What follows belongs to an exercise in optimizing a design on an open flow for small area and a short achievable clock period; a production flow would make more cautious choices.
Only simulation tests tie the RTL to the original design; equivalence was not proved.
Power and IR drop assume default switching activity.

### flow/config.mk
export PLATFORM = sky130hd
export DESIGN_NAME = Pipeline_Computer
export DESIGN_NICKNAME = Pipeline_Computer
export VERILOG_FILES = /design/flow/design.v
export SDC_FILE = /design/flow/constraint.sdc
export NUM_CORES = 4
export LEC_CHECK = 0
export CAP_MARGIN = 20
export CORE_MARGIN = 2
export CORE_UTILIZATION = 40
export PLACE_DENSITY = 0.6
export SLEW_MARGIN = 20
### flow/constraint.sdc
create_clock -name core_clock -period 10.0 [get_ports {clk}]
set_input_delay 2.0000 -clock core_clock [delete_from_list [all_inputs] [get_ports {clk}]]
set_output_delay 2.0000 -clock core_clock [all_outputs]
set_load 0.01 [all_outputs]
### flow/design.v
module Adder #(parameter WIDTH=32)
    (
	  input	[WIDTH-1:0] DATA_A,
	  input	[WIDTH-1:0] DATA_B,
	  output [WIDTH-1:0] OUT
    );
assign OUT = DATA_A + DATA_B;
endmodule	 
module ALU #(parameter WIDTH=8)
    (
	  input [3:0] control,
	  input CI,
	  input [WIDTH-1:0] DATA_A,
	  input [WIDTH-1:0] DATA_B,
      output reg [WIDTH-1:0] OUT,
	  output reg CO,
	  output reg OVF,
	  output N, Z
    );
localparam AND=4'b0000,
		  EXOR=4'b0001,
		  SubtractionAB=4'b0010,
		  SubtractionBA=4'b0011,
		  Addition=4'b0100,
		  Addition_Carry=4'b0101,
		  SubtractionAB_Carry=4'b0110,
		  SubtractionBA_Carry=4'b0111,
		  ORR=4'b1100,
		  Move=4'b1101,
		  Bit_Clear=4'b1110,
		  Move_Not=4'b1111;
assign N = OUT[WIDTH-1];
assign Z = ~(|OUT);
always@(*) begin
	case(control)
		AND:begin
			OUT = DATA_A & DATA_B;
			CO = 1'b0;
			OVF = 1'b0;
		end
		EXOR:begin
			OUT = DATA_A ^ DATA_B;
			CO = 1'b0;
			OVF = 1'b0;
		end
		SubtractionAB:begin
			{CO,OUT} =  DATA_A +  $unsigned(~DATA_B) +  1'b1;
			OVF = (DATA_A[WIDTH-1] & ~DATA_B[WIDTH-1] & ~OUT[WIDTH-1]) | (~DATA_A[WIDTH-1] & DATA_B[WIDTH-1] & OUT[WIDTH-1]);
		end
		SubtractionBA:begin
			{CO,OUT} =  DATA_B +  $unsigned(~DATA_A) +  1'b1;
			OVF = (DATA_B[WIDTH-1] & ~DATA_A[WIDTH-1] & ~OUT[WIDTH-1]) | (~DATA_B[WIDTH-1] & DATA_A[WIDTH-1] & OUT[WIDTH-1]);
		end
		Addition:begin
			{CO,OUT} = DATA_A + DATA_B;
			OVF = (DATA_A[WIDTH-1] & DATA_B[WIDTH-1] & ~OUT[WIDTH-1]) | (~DATA_A[WIDTH-1] & ~DATA_B[WIDTH-1] & OUT[WIDTH-1]);
		end
		Addition_Carry:begin
			{CO,OUT} = DATA_A + DATA_B + CI;
			OVF = (DATA_A[WIDTH-1] & DATA_B[WIDTH-1] & ~OUT[WIDTH-1]) | (~DATA_A[WIDTH-1] & ~DATA_B[WIDTH-1] & OUT[WIDTH-1]);
		end
		SubtractionAB_Carry:begin
			{CO,OUT} =  DATA_A +  $unsigned(~DATA_B) + CI;
			OVF = (DATA_A[WIDTH-1] & ~DATA_B[WIDTH-1] & ~OUT[WIDTH-1]) | (~DATA_A[WIDTH-1] & DATA_B[WIDTH-1] & OUT[WIDTH-1]);
		end
		SubtractionBA_Carry:begin
			{CO,OUT} =  DATA_B +  $unsigned(~DATA_A) + CI;
			OVF = (DATA_B[WIDTH-1] & ~DATA_A[WIDTH-1] & ~OUT[WIDTH-1]) | (~DATA_B[WIDTH-1] & DATA_A[WIDTH-1] & OUT[WIDTH-1]);
		end
		ORR:begin
			OUT = DATA_A | DATA_B;
			CO = 1'b0;
			OVF = 1'b0;
		end
		Move:begin
			OUT = DATA_B;
			CO = 1'b0;
			OVF = 1'b0;
		end
		Bit_Clear:begin
			OUT = DATA_A ^ ~DATA_B;
			CO = 1'b0;
			OVF = 1'b0;
		end
		Move_Not:begin
			OUT = ~DATA_B;
			CO = 1'b0;
			OVF = 1'b0;
		end
		default:begin
		OUT = {WIDTH{1'b0}};
		CO = 1'b0;
		OVF = 1'b0;
		end
	endcase
end
endmodule	 
module Condition_Check(
	input clk, reset,
	input [3:0] CondE, FlagsE,
	input [1:0] FlagWriteE,
	output CarryIn,
	output CondEx
);
wire C,V,N,Z;
assign CarryIn = C;
Register_rsten #(2) CO_OVF_reg (.clk(clk),.reset(reset),.we(FlagWriteE[1]),.DATA(FlagsE[3:2]),.OUT({C,V}));
Register_rsten #(2) N_Z_reg (.clk(clk),.reset(reset),.we(FlagWriteE[0]),.DATA(FlagsE[1:0]),.OUT({N,Z}));
Mux_16to1 #(1) CondEx_mux(.select(CondE),.output_value(CondEx),
	.input_0(Z),.input_1(~Z),.input_2(C),.input_3(~C),
	.input_4(N),.input_5(~N),.input_6(V),.input_7(~V),
	.input_8(C & ~Z),.input_9(~C | Z),.input_10(N ~^ V),.input_11(N ^ V),
	.input_12(~Z & (N ~^ V)),.input_13(Z | (N ^ V)),.input_14(1'b1),.input_15(1'b0)
);
endmodule
module Controller(
	input clk,
	input [1:0] Op,
	input [5:0] Funct,	
	input Z_FLAG, 
	input [3:0] Rd,
	output reg PCSrcD,
	output reg BranchD,
	output reg RegWriteD,
	output reg MemWriteD,
	output reg MemtoRegD,
	output reg [3:0] ALUControlD,
	output reg ALUSrcD,
	output reg [1:0] FlagWriteD,
	output reg [1:0] ImmSrcD,
	output reg [1:0] RegSrcD
); 
always @(*) begin
	BranchD = 0;
	RegWriteD = 0;
	MemWriteD = 0;
	MemtoRegD = 0;
	ALUControlD = 0;
	ALUSrcD = 0;
	FlagWriteD = 0; 
	ImmSrcD = 0;
	RegSrcD = 0;
	case(Op)
		2'b00:begin
			MemtoRegD = 0; 
			MemWriteD = 0;
			ALUSrcD = 0;
			ImmSrcD = 0;
			RegSrcD = 0;
			case(Funct[4:1])				
				4'b0100: begin 
					ALUControlD = 4'b0100;
					RegWriteD = 1;
					FlagWriteD = 1;
				end			
				4'b0010: begin 
					ALUControlD = 4'b0010;
					RegWriteD = 1;
					FlagWriteD = 1;
				end				
				4'b0000: begin 
					ALUControlD = 4'b0000;
					RegWriteD = 1;
					FlagWriteD = 1;
				end			
				4'b1100: begin 
					ALUControlD = 4'b1100;
					RegWriteD = 1;
					FlagWriteD = 1;
				end	 
				4'b1101: begin 
					ALUControlD = 4'b1101;
					RegWriteD = 1;
					FlagWriteD = 0;
				end		
				4'b1010: begin 
					ALUControlD = 4'b0010;
					RegWriteD = 0;
					FlagWriteD = 1;
					end
				4'b1001: begin 
					ALUControlD = 4'b1101; 
					BranchD = 1;
					RegWriteD = 0;
					FlagWriteD = 0;
				end
				default: begin
					ALUControlD = 4'b0000; 
					RegWriteD = 0;
					FlagWriteD = 0;
				end
			endcase
		end	
		2'b01:begin
			case(Funct[0])
				1'b1: begin
					MemtoRegD = 1; 
					MemWriteD = 0;
					ALUControlD = 4'b0100;
					ALUSrcD = 1;
					ImmSrcD = 1;
					RegWriteD = 1;
					RegSrcD = 0;
				end			
				1'b0: begin
					RegSrcD = 2;
					MemtoRegD = 0;
					MemWriteD = 1;
					ALUControlD = 4'b0100;
					ALUSrcD = 1;
					ImmSrcD = 1;
					RegWriteD = 0;
				end	
				default:begin
					RegSrcD = 0;
					MemtoRegD = 0;
					MemWriteD = 0;
					ALUControlD = 0;
					ALUSrcD = 0;
					ImmSrcD = 0;
					RegWriteD = 0;
					end
			endcase		
		end	
		2'b10:begin
			MemtoRegD = 0;
			MemWriteD = 0;
			ImmSrcD = 2'b10;
			ALUSrcD = 1'b1;
			ALUControlD = 4'b0100;
			BranchD=1;
			case(Funct[5:4])
				2'b11: begin 
					RegSrcD = 2'b11;
					RegWriteD = 1;	
				end			
				2'b10: begin 
					RegSrcD = 2'b01;
					RegWriteD = 0;
				end
				default:begin
					RegSrcD = 0;
					RegWriteD = 0;
				end
			endcase
		end
		default:begin
			RegSrcD = 0;
			MemtoRegD = 0;
			MemWriteD = 0;
			ALUControlD = 0;
			ALUSrcD = 0;
			ImmSrcD = 0;
			RegWriteD = 0;
		end
	endcase
	PCSrcD = (Rd == 15) & (Funct != 4'b1001) & RegWriteD;
end
endmodule
module Controller_unit(
	input clk,reset,
	input [1:0] Op,
	input [5:0] Funct,
	input [3:0] Cond,
	input Z_FLAG,
	input [3:0] Rd,
	output [1:0] RegSrcD,
	output [1:0] ImmSrcD,
	output ALUSrcE,
	output [3:0] ALUControlE,
	output MemWriteM,
	output MemtoRegW,
	output Write_Z_ENABLE,
	output BranchTakenE,
	output MemtoRegE,
	output RegWriteW,
	output RegWriteM,
	output PCSrcD,
	output PCSrcE,
	output PCSrcM,
	output PCSrcW
);
assign BranchTakenE = BranchE & CondEx;
assign Write_Z_ENABLE = FlagWriteE[0];
wire [3:0] CondE;
wire CondEx;
wire BranchD;
wire RegWriteD;
wire MemWriteD;
wire MemtoRegD;
wire [3:0] ALUControlD;
wire ALUSrcD;
wire [1:0] FlagWriteD;
wire BranchE;
wire RegWriteE;
wire MemWriteE;
wire [1:0] FlagWriteE;
wire MemtoRegM;
wire BControl; 
wire FuncControl ; 
assign BControl = (Op == 2'b10); 
assign FuncControl = (Funct == 4'b0010); 
Controller my_controller(
	.clk(clk),
	.Op(Op),
	.Funct(Funct),	
	.Z_FLAG(Z_FLAG),
	.Rd(Rd),
	.PCSrcD(PCSrcD),
	.BranchD(BranchD),
	.RegWriteD(RegWriteD),
	.MemWriteD(MemWriteD),
	.MemtoRegD(MemtoRegD),
	.ALUControlD(ALUControlD),
	.ALUSrcD(ALUSrcD),
	.FlagWriteD(FlagWriteD),
	.ImmSrcD(ImmSrcD),
	.RegSrcD(RegSrcD)
);
Register_reset #(1) PCSrcD_Reg(
	.clk(clk),
	.reset(reset),
	.DATA(PCSrcD),
	.OUT(PCSrcE)
);
Register_reset #(1) BranchD_Reg(
	.clk(clk),
	.reset(reset),
	.DATA(BranchD),
	.OUT(BranchE)
);
Register_reset #(1) RegWriteE_Reg(
	.clk(clk),
	.reset(reset),
	.DATA(RegWriteD & (~(BControl | FuncControl))),
	.OUT(RegWriteE)
);
Register_reset #(1) MemWriteE_Reg(
	.clk(clk),
	.reset(reset),
	.DATA(MemWriteD),
	.OUT(MemWriteE)
);
Register_reset #(1) MemtoRegE_Reg(
	.clk(clk),
	.reset(reset),
	.DATA(MemtoRegD),
	.OUT(MemtoRegE)
);
Register_reset #(4) ALUControlE_Reg(
	.clk(clk),
	.reset(reset),
	.DATA(ALUControlD),
	.OUT(ALUControlE)
);
Register_reset #(1) ALUSrcE_Reg(
	.clk(clk),
	.reset(reset),
	.DATA(ALUSrcD),
	.OUT(ALUSrcE)
);
Register_reset #(2) FlagWriteE_Reg(
	.clk(clk),
	.reset(reset),
	.DATA(FlagWriteD),
	.OUT(FlagWriteE)
);
Register_reset #(4) Cond_Reg(
	.clk(clk),
	.reset(reset),
	.DATA(Cond),
	.OUT(CondE)
);
Condition_Check Condition_Check_unit (
	.clk(clk), 
	.reset(reset),
	.CondE(CondE), 
	.FlagsE({3'b000,Z_FLAG}),
	.FlagWriteE(FlagWriteE),
	.CondEx(CondEx)
);
Register_reset #(1) PCSrcM_Reg(
	.clk(clk),
	.reset(reset),
	.DATA((PCSrcE & CondEx)),
	.OUT(PCSrcM)
);
Register_reset #(1) RegWriteM_Reg(
	.clk(clk),
	.reset(reset),
	.DATA((RegWriteE & CondEx)),
	.OUT(RegWriteM)
);
Register_reset #(1) MemWriteM_Reg(
	.clk(clk),
	.reset(reset),
	.DATA((MemWriteE & CondEx)),
	.OUT(MemWriteM)
);
Register_reset #(1) MemtoRegM_Reg(
	.clk(clk),
	.reset(reset),
	.DATA(MemtoRegE),
	.OUT(MemtoRegM)
);
Register_reset #(1) PCSrcW_Reg(
	.clk(clk),
	.reset(reset),
	.DATA(PCSrcM),
	.OUT(PCSrcW)
);
Register_reset #(1) RegWriteW_Reg(
	.clk(clk),
	.reset(reset),
	.DATA(RegWriteM),
	.OUT(RegWriteW)
);
Register_reset #(1) MemtoRegW_Reg(
	.clk(clk),
	.reset(reset),
	.DATA(MemtoRegM),
	.OUT(MemtoRegW)
);
endmodule
module Decoder_4to16
    (
	  input [3:0] IN,
      output reg [15:0] OUT
    );
always @(*) begin
	case(IN)
		4'h0:OUT=16'h0001;
		4'h1:OUT=16'h0002;
		4'h2:OUT=16'h0004;
		4'h3:OUT=16'h0008;
		4'h4:OUT=16'h0010;
		4'h5:OUT=16'h0020;
		4'h6:OUT=16'h0040;
		4'h7:OUT=16'h0080;
		4'h8:OUT=16'h0100;
		4'h9:OUT=16'h0200;
		4'ha:OUT=16'h0400;
		4'hb:OUT=16'h0800;
		4'hc:OUT=16'h1000;
		4'hd:OUT=16'h2000;
		4'he:OUT=16'h4000;
		4'hf:OUT=16'h8000;
	endcase
end
endmodule
module Extender (
    output reg [31:0]Extended_data,
    input [23:0]DATA,
    input [1:0]select
);
always @(*) begin
    case (select)
        2'b00: Extended_data = {24'd0, DATA[7:0]};
        2'b01: Extended_data = {20'd0, DATA[11:0]};
        2'b10: Extended_data = {{6{DATA[23]}}, DATA[23:0], 2'b0};
        default: Extended_data = 32'd0;
    endcase
end
endmodule
module Hazard_unit(
	input MemtoRegE,
	input RegWriteW,
	input RegWriteM,
	input PCSrcD,
	input PCSrcE,
	input PCSrcM,
	input PCSrcW,
	input [3:0] RA1D,RA2D,RA1E,RA2E,WA3E,WA3M,WA3W,
	input BranchTakenE,
	output reg [1:0] ForwardBE,
	output reg [1:0] ForwardAE,
	output reg FlushE,
	output reg FlushD,
	output reg StallD,
	output reg StallF
);
wire Match_1E_M;
assign Match_1E_M = (RA1E == WA3M);
wire Match_1E_W;
assign Match_1E_W = (RA1E == WA3W);
wire Match_2E_M;
assign Match_2E_M = (RA2E == WA3M);
wire Match_2E_W;
assign Match_2E_W = (RA2E == WA3W);
wire Match_12D_E;
assign Match_12D_E = (RA1D == WA3E) | (RA2D == WA3E);
wire PCWrPendingF ;
assign PCWrPendingF= PCSrcD | PCSrcE | PCSrcM;
wire LDRstall ;
assign LDRstall= Match_12D_E & MemtoRegE;
always @(*) begin
	if(Match_1E_M & RegWriteM)begin
		ForwardAE = 2'b10;
	end
	else if(Match_1E_W & RegWriteW)begin
		ForwardAE = 2'b01;
	end
	else begin
		ForwardAE = 2'b00;
	end
	if(Match_2E_M & RegWriteM)begin
		ForwardBE = 2'b10;
	end
	else if(Match_2E_W & RegWriteW)begin
		ForwardBE = 2'b01;
	end
	else begin
		ForwardBE = 2'b00;
	end	
	StallF = LDRstall + PCWrPendingF;
	StallD = LDRstall;
	FlushD = PCWrPendingF + PCSrcW + BranchTakenE;
	FlushE = LDRstall + BranchTakenE;
end
endmodule
module Mux_16to1 #(parameter WIDTH=4)
    (
	  input [3:0] select,
	  input [WIDTH-1:0] input_0, input_1, input_2, input_3, input_4, input_5, input_6, input_7, input_8, input_9, input_10, input_11, input_12, input_13, input_14, input_15,
      output reg [WIDTH-1:0] output_value
    );
always@(*) begin
	case(select)
		4'b0000:output_value = input_0;
		4'b0001:output_value = input_1;
		4'b0010:output_value = input_2;
		4'b0011:output_value = input_3;
		4'b0100:output_value = input_4;
		4'b0101:output_value = input_5;
		4'b0110:output_value = input_6;
		4'b0111:output_value = input_7;
		4'b1000:output_value = input_8;
		4'b1001:output_value = input_9;
		4'b1010:output_value = input_10;
		4'b1011:output_value = input_11;
		4'b1100:output_value = input_12;
		4'b1101:output_value = input_13;
		4'b1110:output_value = input_14;
		4'b1111:output_value = input_15;
		default: output_value = {WIDTH{1'b0}};
	endcase
end
endmodule
module Mux_2to1 #(parameter WIDTH=4)
    (
	  input select,
	  input [WIDTH-1:0] input_0, input_1,
      output [WIDTH-1:0] output_value
    );
assign output_value = select ? input_1 : input_0;
endmodule
module Mux_4to1 #(parameter WIDTH=4)
    (
	  input [1:0] select,
	  input [WIDTH-1:0] input_0, input_1, input_2, input_3,
      output reg [WIDTH-1:0] output_value
    );
always@(*) begin
	case(select)
		2'b00:output_value = input_0;
		2'b01:output_value = input_1;
		2'b10:output_value = input_2;
		2'b11:output_value = input_3;
		default: output_value = {WIDTH{1'b0}};
	endcase
end
endmodule
module Register_en #(
     parameter WIDTH=8)
    (
	  input  clk, reset, en,
	  input	[WIDTH-1:0] DATA,
	  output reg [WIDTH-1:0] OUT
    );
always@(posedge clk) begin
	if (reset == 1'b1)
		OUT<={WIDTH{1'b0}};
	else if(en == 1'b1)
		OUT<=DATA;
end
endmodule	 
module Register_file #(parameter WIDTH=32)
    (
	  input clk, write_enable, reset,
	  input [3:0] Source_select_0, Source_select_1, Debug_Source_select, Destination_select,
	  input	[WIDTH-1:0] DATA, Reg_15,
	  output [WIDTH-1:0] out_0, out_1, Debug_out
    );
wire [WIDTH-1:0] Reg_Out [14:0];
wire [15:0] Reg_enable;
genvar i;
generate
    for (i = 0 ; i < 15 ; i = i + 1) begin : registers
        Register_rsten #(WIDTH) Reg (.clk(clk),.reset(reset),.we(Reg_enable[i]& write_enable),.DATA(DATA),.OUT(Reg_Out[i]));
    end
endgenerate
Decoder_4to16 dec (.IN(Destination_select),.OUT(Reg_enable));
Mux_16to1 #(WIDTH) mux_0 (.select(Source_select_0),
	.input_0 (Reg_Out[0]),
	.input_1 (Reg_Out[1]),
	.input_2 (Reg_Out[2]),
	.input_3 (Reg_Out[3]),
	.input_4 (Reg_Out[4]),
	.input_5 (Reg_Out[5]),
	.input_6 (Reg_Out[6]),
	.input_7 (Reg_Out[7]),
	.input_8 (Reg_Out[8]),
	.input_9 (Reg_Out[9]),
	.input_10(Reg_Out[10]),
	.input_11(Reg_Out[11]),
	.input_12(Reg_Out[12]),
	.input_13(Reg_Out[13]),
	.input_14(Reg_Out[14]),
	.input_15(Reg_15),
	.output_value(out_0)
    );
Mux_16to1 #(WIDTH) mux_1 (.select(Source_select_1),
	.input_0 (Reg_Out[0]),
	.input_1 (Reg_Out[1]),
	.input_2 (Reg_Out[2]),
	.input_3 (Reg_Out[3]),
	.input_4 (Reg_Out[4]),
	.input_5 (Reg_Out[5]),
	.input_6 (Reg_Out[6]),
	.input_7 (Reg_Out[7]),
	.input_8 (Reg_Out[8]),
	.input_9 (Reg_Out[9]),
	.input_10(Reg_Out[10]),
	.input_11(Reg_Out[11]),
	.input_12(Reg_Out[12]),
	.input_13(Reg_Out[13]),
	.input_14(Reg_Out[14]),
	.input_15(Reg_15),
	.output_value(out_1)
    );
Mux_16to1 #(WIDTH) mux_2 (.select(Debug_Source_select),
	.input_0 (Reg_Out[0]),
	.input_1 (Reg_Out[1]),
	.input_2 (Reg_Out[2]),
	.input_3 (Reg_Out[3]),
	.input_4 (Reg_Out[4]),
	.input_5 (Reg_Out[5]),
	.input_6 (Reg_Out[6]),
	.input_7 (Reg_Out[7]),
	.input_8 (Reg_Out[8]),
	.input_9 (Reg_Out[9]),
	.input_10(Reg_Out[10]),
	.input_11(Reg_Out[11]),
	.input_12(Reg_Out[12]),
	.input_13(Reg_Out[13]),
	.input_14(Reg_Out[14]),
	.input_15(Reg_15),
	.output_value(Debug_out)
    );	 
endmodule
module Register_reset#(
     parameter WIDTH=8)
    (
	  input  clk, reset,
	  input	[WIDTH-1:0] DATA,
	  output reg [WIDTH-1:0] OUT
    );
always@(posedge clk) begin
	if (reset == 1'b1)
		OUT<={WIDTH{1'b0}};		
	else	
		OUT<=DATA;
end
endmodule	 
module Register_rsten#(
     parameter WIDTH=8)
    (
	  input  clk, reset,we,
	  input	[WIDTH-1:0] DATA,
	  output reg [WIDTH-1:0] OUT
    );
always@(posedge clk) begin
	if (reset == 1'b1)
		OUT<={WIDTH{1'b0}};
	else if(we==1'b1)	
		OUT<=DATA;
end
endmodule	 
module shifter #(
     parameter WIDTH=8)
    (
	  input [1:0]  control,
	  input [4:0]  shamt,
	  input signed [WIDTH-1:0] DATA,
	  output reg signed [WIDTH-1:0] OUT
    );
localparam LSL=2'b00,
		  LSR=2'b01,
		  ASR=2'b10,
		  RR=2'b11;
always@(*) begin
	case(control)
	LSL: OUT = DATA << shamt;
	LSR: OUT = DATA >> shamt;
	ASR: OUT = DATA >>> shamt;
	RR: OUT = {DATA, DATA} >> shamt;
	endcase
end
endmodule	 
module datapath #(parameter WIDTH=32)
(
  input clk, reset,
  input PCSrcW,ALUSrcE,RegWriteW,MemtoRegW,MemWriteM,
  input [1:0] ImmSrcD,
  input [1:0] RegSrcD,
  input [3:0] ALUControlE,
  input [3:0] Debug_Source_select,
  input Write_Z_ENABLE,StallF,StallD,FlushD,FlushE,BranchTakenE,
  input [1:0] ForwardAE,ForwardBE,
  output [3:0] Cond,
  output [1:0] Op,
  output [5:0] Funct,
  output [WIDTH-1:0] PCFetch,
  output Z_FLAG,
  output [WIDTH-1:0] Debug_out,
  output [3:0] Rd,
  output [3:0] RA1D,RA2D,RA1E,RA2E,WA3E,WA3M,WA3W,
  input [WIDTH-1:0] InstrF,
  input [WIDTH-1:0] ReadDataM,
  output [WIDTH-1:0] DataAdrM,
  output [WIDTH-1:0] WriteDataOutM
);
wire [WIDTH-1:0] ALUResultE,PC_NEXT,PC_NEXT_NEXT,InstructionF,InstructionD,InstructionE,PCPlus4F,PCPlus8D,PCPlus4D, RD1, RD2,REG_FILE_DATA,SrcBEData;
wire [WIDTH-1:0] RD1E,RD2E,ExtImmD,ExtImmE,ALUOutM,ALUOutW,SrcAE,SrcB,SrcBE,WriteDataM,ReadDataW,ResultW; 
wire [WIDTH-1:0] SHIFT_DATA,SHIFTED_DATA;
wire Z_OUT;
wire [1:0] SHIFT_CONTROL;
wire [4:0] SHIFT_SHAMT;
wire [7:0] ROT_VALUE ;
wire I;
wire L;
wire BX;
wire [3:0] Rn,Rm,DestSelect;
wire [23:0] Inst;
assign ROT_VALUE = {InstructionE[11:8],InstructionE[11:8]}<< 1;
assign L = InstructionD[24] & InstructionD[27] &  (~InstructionD[26]) ;
assign BX = (InstructionE[24:21] == 4'b1001);
assign PCPlus8D = PCPlus4F;
assign Cond = InstructionD[31:28];
assign Op = InstructionD[27:26];
assign Funct = InstructionD[25:20];
assign Rd = InstructionD[15:12];
assign Rn = InstructionD[19:16];
assign Rm = InstructionD[3:0];
assign Inst = InstructionD[23:0];
Mux_2to1 #(32) PC_MUX_1 (
    .input_0(PCPlus4F),
    .input_1(ResultW),
    .select(PCSrcW),
    .output_value(PC_NEXT)
);
Mux_2to1 #(32) PC_MUX_2 (
    .input_0(PC_NEXT),
    .input_1(ALUResultE),
    .select(BranchTakenE),
    .output_value(PC_NEXT_NEXT)
);
Register_rsten #(32) Fetch_Register(
	.clk(clk),
	.reset(reset),
	.we(~StallF),
	.DATA(PC_NEXT_NEXT),
	.OUT(PCFetch)
);
Adder PC_PLUS_4(
	.DATA_A(PCFetch),
	.DATA_B(4),
	.OUT(PCPlus4F)
);
assign InstructionF = InstrF;
Register_rsten #(32) Decode_Register(
	.clk(clk),
	.reset(FlushD | reset),
	.we(~StallD),
	.DATA(InstructionF),
	.OUT(InstructionD)
);
Register_rsten #(32) Decode_PCPlus4D(
	.clk(clk),
	.reset(FlushD | reset),
	.we(~StallD),
	.DATA(PCPlus4F),
	.OUT(PCPlus4D)
);
Mux_2to1 RA1_MUX (
    .input_0(Rn),
    .input_1(4'b1111),
    .select(RegSrcD[0]),
    .output_value(RA1D)
);
Mux_2to1 RA2_MUX (
    .input_0(Rm),
    .input_1(Rd),
    .select(RegSrcD[1]),
    .output_value(RA2D)
);
Register_file #(WIDTH) reg_file_dp(
	.clk(clk),
	.write_enable(RegWriteW | L), 
	.reset(reset),
	.Source_select_0(RA1D), 
	.Source_select_1(RA2D), 
	.Destination_select(DestSelect), 
	.out_0(RD1),
	.out_1(RD2),
	.Debug_out(Debug_out), 
	.DATA(REG_FILE_DATA), 
	.Reg_15(PCPlus8D),
	.Debug_Source_select(Debug_Source_select) 
);
Mux_2to1 #(WIDTH) WD3_MUX (
    .input_0(ResultW ), 
    .input_1(PCPlus4D), 
    .select(L), 
    .output_value(REG_FILE_DATA)
);
Mux_2to1 #(4) WA3W_MUX (
    .input_0(WA3W ), 
    .input_1(4'b1110), 
    .select(L), 
    .output_value(DestSelect)
);
Extender EXTEND(
	.select(ImmSrcD),
	.Extended_data(ExtImmD),
	.DATA(Inst)
);
Register_reset #(32) Execute_Register_RD1(
	.clk(clk),
	.reset(FlushE | reset),
	.DATA(RD1),
	.OUT(RD1E)
);
Register_reset #(32) Execute_Instruction(
	.clk(clk),
	.reset(FlushE | reset),
	.DATA(InstructionD),
	.OUT(InstructionE)
);
Mux_2to1 #(2) SHIFT_MUX_CONTROL (
    .input_0(InstructionE[6:5]), 
    .input_1(2'b11), 
    .select(InstructionE[25]), 
    .output_value(SHIFT_CONTROL)
);
Mux_2to1 #(WIDTH) SHIFT_MUX_DATA (
    .input_0(SrcB ), 
    .input_1({24'b0,InstructionE[7:0]}), 
    .select(InstructionE[25]), 
    .output_value(SHIFT_DATA)
);
Mux_2to1 #(5) SHIFT_MUX_SHAMT(
    .input_0(InstructionE[11:7]), 
    .input_1(ROT_VALUE[4:0] ), 
    .select(InstructionE[25]), 
    .output_value(SHIFT_SHAMT)
);
shifter #(32) SHIFT(
	.control(SHIFT_CONTROL),
	.shamt(SHIFT_SHAMT),
	.DATA(SHIFT_DATA),
	.OUT(SHIFTED_DATA)
);
Mux_2to1 #(WIDTH) SRCBE_PRE_MUX (
    .input_0(SHIFTED_DATA ), 
    .input_1(RD2E), 
    .select(BX), 
    .output_value(SrcBEData)
);
Register_reset #(32) Execute_Register_RD2(
	.clk(clk),
	.reset(FlushE | reset),
	.DATA(RD2),
	.OUT(RD2E)
);
Register_reset #(4) Execute_Register_RA1E(
	.clk(clk),
	.reset(FlushE | reset),
	.DATA(RA1D),
	.OUT(RA1E)
);
Register_reset #(4) Execute_Register_RA2E(
	.clk(clk),
	.reset(FlushE | reset),
	.DATA(RA2D),
	.OUT(RA2E)
);
Register_reset #(4) Execute_Register_WA3D(
	.clk(clk),
	.reset(FlushE | reset),
	.DATA(Rd),
	.OUT(WA3E)
);
Register_reset #(32) Execute_Register_Extend(
	.clk(clk),
	.reset(reset | reset),
	.DATA(ExtImmD),
	.OUT(ExtImmE)
);
Mux_4to1 #(32) SRCAE_MUX(
    .input_0( RD1E),
    .input_1( ResultW),
	 .input_2( ALUOutM),
	 .input_3( 0),
    .select(ForwardAE),
    .output_value(SrcAE)
);
Mux_4to1 #(32) SRCBE_MUX(
    .input_0( RD2E ),
    .input_1( ResultW),
	 .input_2( ALUOutM),
	 .input_3( 0),
    .select(ForwardBE),
    .output_value(SrcB)
);
Mux_2to1 #(32) SRCBE_MUX_2(
    .input_0( SrcBEData),
    .input_1( ExtImmE),
    .select(ALUSrcE),
    .output_value(SrcBE)
);
ALU #(WIDTH) ALU(
	.control(ALUControlE),
	.DATA_A(SrcAE),
	.CI(1'b0),
	.DATA_B(SrcBE),
	.OUT(ALUResultE), 
	.Z(Z_OUT)
);
Register_en #(1) reg_z(
	.clk(clk),
	.reset(reset),
	.DATA(Z_OUT),
	.OUT(Z_FLAG),
   .en(Write_Z_ENABLE)
);
Register_reset #(32) Execute_Register_ALUResultE(
	.clk(clk),
	.reset(reset),
	.DATA(ALUResultE),
	.OUT(ALUOutM)
);
Register_reset #(32) Execute_Register_RD2E(
	.clk(clk),
	.reset(reset | reset),
	.DATA(RD2E), 
	.OUT(WriteDataM)
);
Register_reset #(4) Execute_Register_WA3E(
	.clk(clk),
	.reset(reset ),
	.DATA(WA3E),
	.OUT(WA3M)
);
assign DataAdrM = ALUOutM;
assign WriteDataOutM = WriteDataM;
Register_reset #(32) Execute_Register_ReadDataM(
	.clk(clk),
	.reset(reset ),
	.DATA(ReadDataM),
	.OUT(ReadDataW)
);
Register_reset #(32) Execute_Register_ALUOutM(
	.clk(clk),
	.reset(reset | reset),
	.DATA(ALUOutM), 
	.OUT(ALUOutW)
);
Register_reset #(4) Execute_Register_WA3M(
	.clk(clk),
	.reset(reset),
	.DATA(WA3M),
	.OUT(WA3W)
);
Mux_2to1 #(32) ResultMuxW(
    .input_0( ALUOutW),
    .input_1( ReadDataW),
    .select(MemtoRegW),
    .output_value(ResultW)
);
endmodule
module Pipeline_Computer#(parameter WIDTH=32)(
	input clk,
	input reset,
	input [3:0] debug_reg_select, 
	output [31:0] debug_reg_out,
	output [31:0] PCFetch,
	input [31:0] Instr,
	output [31:0] DataAdr,
	output [31:0] WriteData,
	output MemWrite,
	input [31:0] ReadData
);
assign MemWrite = MemWriteM;
wire [1:0] RegSrcD;
wire [1:0] ImmSrcD;
wire ALUSrcE;
wire [3:0] ALUControlE;
wire MemWriteM;
wire BranchTakenE;
wire MemtoRegW;
wire [3:0] RA1D,RA2D,RA1E,RA2E,WA3E,WA3M,WA3W;
wire [3:0] Cond;
wire [3:0] Rd;
wire [1:0] Op;
wire [5:0] Funct;
wire [1:0] ALUSrcB;
wire [3:0] RA1, RA2;
wire [3:0] State_reg;
wire [WIDTH-1:0] Rd1,Rd2,ALU_RESULT,Instruction,Result,SRC_A,SRC_B,Instr_read,Instr_write;
wire  Z_FLAG,Write_Z_ENABLE;
wire MemtoRegE;
wire RegWriteW;
wire RegWriteM;
wire PCSrcD;
wire PCSrcE;
wire PCSrcM;
wire PCSrcW;
wire StallF,StallD,FlushD,FlushE;
wire [1:0]ForwardAE,ForwardBE;
Controller_unit my_controller(
	.clk(clk),
	.reset(reset),
	.Op(Op),
	.Funct(Funct),
	.Cond(Cond),
	.Z_FLAG(Z_FLAG),
	.Rd(Rd),
	.RegSrcD(RegSrcD),
	.ImmSrcD(ImmSrcD),
	.ALUSrcE(ALUSrcE),
	.ALUControlE(ALUControlE),
	.MemWriteM(MemWriteM),
	.MemtoRegW(MemtoRegW),
	.Write_Z_ENABLE(Write_Z_ENABLE),
	.BranchTakenE(BranchTakenE),
	.MemtoRegE(MemtoRegE),
	.RegWriteW(RegWriteW),
	.RegWriteM(RegWriteM),
	.PCSrcD(PCSrcD),
	.PCSrcE(PCSrcE),
	.PCSrcM(PCSrcM),
	.PCSrcW(PCSrcW)
);
datapath #(32) my_datapath
(
  .clk(clk), .reset(reset),
  .PCSrcW(PCSrcW),.ALUSrcE(ALUSrcE),.RegWriteW(RegWriteW),.MemtoRegW(MemtoRegW),.MemWriteM(MemWriteM),
  .ImmSrcD(ImmSrcD),
  .RegSrcD(RegSrcD),
  .ALUControlE(ALUControlE),
  .Debug_Source_select(debug_reg_select),.BranchTakenE(BranchTakenE),
  .Write_Z_ENABLE(Write_Z_ENABLE),.StallF(StallF),.StallD(StallD),.FlushD(FlushD),.FlushE(FlushE),.ForwardAE(ForwardAE),.ForwardBE(ForwardBE),
  .Cond(Cond),.Rd(Rd),
  .Op(Op),
  .Funct(Funct),
  .PCFetch(PCFetch),
  .Z_FLAG(Z_FLAG),
  .Debug_out(debug_reg_out),
  .RA1D(RA1D),.RA2D(RA2D),.RA1E(RA1E),.RA2E(RA2E),.WA3E(WA3E),.WA3M(WA3M),.WA3W(WA3W),
  .InstrF(Instr),.ReadDataM(ReadData),.DataAdrM(DataAdr),.WriteDataOutM(WriteData)
);
Hazard_unit my_hazard_unit(
	.MemtoRegE(MemtoRegE),
	.RegWriteW(RegWriteW),
	.RegWriteM(RegWriteM),
	.PCSrcD(PCSrcD),
	.PCSrcE(PCSrcE),
	.PCSrcM(PCSrcM),
	.PCSrcW(PCSrcW),
	.RA1D(RA1D),.RA2D(RA2D),.RA1E(RA1E),.RA2E(RA2E),.WA3E(WA3E),.WA3M(WA3M),.WA3W(WA3W),
	.BranchTakenE(BranchTakenE),
	.ForwardBE(ForwardBE),
	.ForwardAE(ForwardAE),
	.FlushE(FlushE),
	.FlushD(FlushD),
	.StallD(StallD),
	.StallF(StallF)
);
endmodule
### flow/run.sh
#!/bin/bash
# synth_recipe.tcl (not shown) runs the flow's synth.tcl, then flattens the netlist and writes it again
# the make line also repeats each setting of config.mk as NAME=value (left out here)
make -C /OpenROAD-flow-scripts/flow DESIGN_CONFIG=/design/flow/config.mk WORK_HOME=/design/flow/orfs CLKGATE_MAP_FILE= SYNTH_SCRIPT=/design/flow/synth_recipe.tcl finish
==> results.tsv <==
metric	value	unit
status	finished clean	
reg2reg_depth	33	
period_share	0.981	
clk_latency	0.75	ns
hold_viol_final	0	
cap_violations	0	
ys_seq_area_frac	0.306	
place_inst	9696	
pre_cts_ws	0.145	ns
cp-start-kind	register	
core	0.139	mm^2
ir_drop	0.140	mV
setup_viol	0	
root_buffer	clkbuf_16	
hold_buffers	0	
power	10.9	mW
final-max-slew-violation-count	0	
die_y	378	um
synth-seq-cells	855	
end_kind	register	
start_util	0.402	
cts.clk_slew.worst_paths	0.06	ns
r2r_end	my_datapath.reg_z.OUT	
gp_congestion	1.11	
h-tree-depth	3	
max_stage_delay	0.93	ns
die_w	378	um
drive_above_1_share	0.125	
hold_depth	1	
hold_end	my_controller.MemWriteM_Reg.OUT	
worstMarginPinSlew	1.33	ns
cts.sinks	855	
hpwl	263000	um
cp_max_fo	16	
synthFlopType	dfxtp_1	
routed_via_density	7.05	
grt_pass1_wl	508000	um
synth_edf_count	0	
cp.required	10.63	ns
leakage	24.9	nW
post_drt_wl_per_cell	37.8	um
grt_overflow	0	
drt-initial-drc-count	12494	
syn-num-nets	7852	
crit_top_cell	buf_4	
rows	137	
cts_buffer_depth	3	
min_period	9.81	ns
num_vias	69742	
cts_buffers	95	
grt_max_degree	189	
syn_area_per_cell	7.32	um^2
dpl_cell_area	0.0632	mm^2
final_nets	8123	
grt_pass1_vias	62910	
setup_ws	0.195	ns
hp-class	reg -> reg	
grt_usage	0.502	
drc	0	
synthArstFlopShare	0	
yosysWarningCount	17	
ctsResizeCount	0	
drtPass1Iterations	14	
finalSetupTns	0	ns
area_growth	19.4	%
port_buffers	198	
io_pins	199	
holdWs	0.427	ns
skew	0.0779	ns
dieArea	0.143	mm^2
cts_tree	yes	
r2r_slack	0.19	ns
layout.cells.non_filler	9892	
cpMaxStageDelayCell	a22oi_1	
r2r_start	my_controller.MemtoRegW_Reg.OUT	
syn_area	0.0559	mm^2
timing.slew.headroom	0.111	
finalInstanceArea	0.0668	mm^2
hp-start	my_controller.MemWriteE_Reg.OUT	
synth.area.top_cells	dfxtp_1 (31%), nor2_1 (11%), a21oi_1 (7.3%), a22oi_1 (6.2%), clkbuf_1 (3.8%)	
synth_top_area_frac	0.306	
fillers	13865	
ys_types	108	
rsz0062_at_grt	false	
yosysTopAreaCell	dfxtp_1	
powerDensity	163	mW/mm^2
fmax	102	MHz
wl	374000	um
postSynthCellCount	7646	
postCtsSetupRepairBufs	0	
worstPathArrival	10.43	ns
utilization	0.480	
path_class	reg -> reg	
ant_nets	0	
antenna_found_initial	42	
## cells in the final DEF (no fill, tap or decap), types with 49 or more instances in the layout
master,n
a221oi_1,101
o22ai_1,81
mux2i_1,172
o221ai_1,51
a31oi_1,49
o211ai_1,76
clkbuf_16,96
nand3_1,208
nor3_1,99
nor2b_1,152
nand4_1,119
inv_1,109
xnor2_1,118
a222oi_1,69
nor2_1,1559
nand2_1,423
clkdlybuf4s50_1,197
a22oi_1,464
buf_4,605
a22o_1,55
o21ai_0,239
dfxtp_1,846
ha_1,133
and3_1,59
and2_1,62
a21oi_1,819
a211oi_1,104
## routing by layer
metal,track usage,up-vias,part of all wire
li1,-,28622,-
met1,0.620,33249,0.37
met2,0.702,5995,0.39
met3,0.193,1852,0.14
met4,0.376,24,0.097
met5,0.00343,-,0.00058
## critical path: cells and delay by family (launching register included)
kind,cells,cell delay (ns)
AO/OA/AOI/OAI,12,3.70
AND/OR/NAND/NOR,9,2.15
buffers and inverters,8,1.62
multiplexers,3,1.20
flip-flops,1,0.56
adder cells (fa/ha/maj),1,0.40
## flip-flops by register name, summed over array words and instances, names as in the netlist, 21 cells and up
name / cells
my_datapath.Execute_Register_ALUOutM.OUT: 32
my_datapath.Fetch_Register.OUT: 32
my_datapath.Execute_Register_Extend.OUT: 26
my_datapath.Execute_Register_RD2E.OUT: 32
my_datapath.Execute_Register_ReadDataM.OUT: 32
my_datapath.Execute_Register_ALUResultE.OUT: 32
my_datapath.Execute_Register_RD1.OUT: 32
my_datapath.Execute_Register_RD2.OUT: 32
my_datapath.Decode_Register.OUT: 32
my_datapath.reg_file_dp.registers.Reg.OUT: 480
my_datapath.Execute_Instruction.OUT: 21
my_datapath.Decode_PCPlus4D.OUT: 32
## cell usage after synthesis (41+ instances only)
master / n
nor2_1: 1603
dfxtp_1: 855
a21oi_1: 821
clkbuf_1: 572
a22oi_1: 464
nand2_1: 435
o21ai_0: 250
nand3_1: 213
mux2i_1: 176
nor2b_1: 152
ha_1: 133
nand4_1: 119
xnor2_1: 118
nor3_1: 112
inv_1: 110
a211oi_1: 105
a221oi_1: 101
o22ai_1: 81
o211ai_1: 76
a222oi_1: 69
and2_1: 65
and3_1: 60
a22o_1: 55
o31ai_1: 53
o21ai_1: 52
a31oi_1: 51
o221ai_1: 51
xor2_1: 41
## how the worst max path moves through the flow
stage,slack (ns),cells after the start,from,endpoint
after global routing,0.02,35,my_datapath.Execute_Register_WA3M.OUT[3],my_datapath.reg_z.OUT
final,0.19,33,my_controller.MemtoRegW_Reg.OUT,my_datapath.reg_z.OUT
after floorplan,2.10,31,my_datapath.Execute_Register_WA3M.OUT[3],my_datapath.reg_z.OUT
after global placement,0.05,32,my_controller.MemtoRegW_Reg.OUT,my_datapath.reg_z.OUT
after detailed placement,0.15,34,my_controller.RegWriteW_Reg.OUT,my_datapath.reg_z.OUT
after CTS,0.03,34,my_controller.RegWriteW_Reg.OUT,my_datapath.reg_z.OUT
## kinds of logic (layout without fill, tap and decap cells)
family                   Yosys count  in the layout  share of synthesized area
AND/OR/NAND/NOR                 2923           2923                      0.232
AO/OA/AOI/OAI                   2603           2603                      0.313
flip-flops                       855            855                      0.306
buffers and inverters            764           1117                     0.0529
multiplexers                     206            206                     0.0400
XOR/XNOR                         159            159                     0.0249
adder cells (fa/ha/maj)          136            136                     0.0308
other                              0             17                          0
## area by class of cell
type	instances	area [um^2]	share of cell area
Multi-Input combinational cell	6027	36600	0.548
Sequential cell	855	17100	0.257
Timing Repair Buffer	819	6850	0.103
Clock buffer	130	2700	0.0404
Tap cell	1876	2350	0.0352
Clock inverter	49	693	0.0104
Inverter	119	447	0.00669
Antenna cell	17	42.5	0.000637
## power by group
group | leakage [nW] | switching, mW | total (mW) | internal [mW]
logic | 16.3 | 2.23 | 3.43 | 1.19
clock network | 1.65 | 1.63 | 3.83 | 2.20
registers | 6.93 | 0.166 | 3.65 | 3.49

## separate check: timing with driven ports
No port has a modelled driver above. Below, the same layout with a new extraction and two added sets of constraints. Step 1: set_driving_cell puts a clkbuf_16 on clk and a buf_2 on each other input, an assumption about the parent block. Step 2 adds t to the input delays and takes it off the output delays; t is the mean of the earliest and latest rising clock arrival at the registers after step 1. Input paths then give back, and output paths get back, about the clock's delay inside the block. a / b / c = no drivers / after step 1 / after step 2; a / b = the first two.
t (ns): 0.789
slack for setup (ns): 0.195 / 0.195 / 0.195
slew at the worst register clock pin (ns): 0.07 / 0.07
worst slew at a driven data input, ns: 0.09
After both steps setup and hold are still met in this run. The setup slack of this run moves by 0.000 ns with the drivers and by 0.000 ns with both steps.
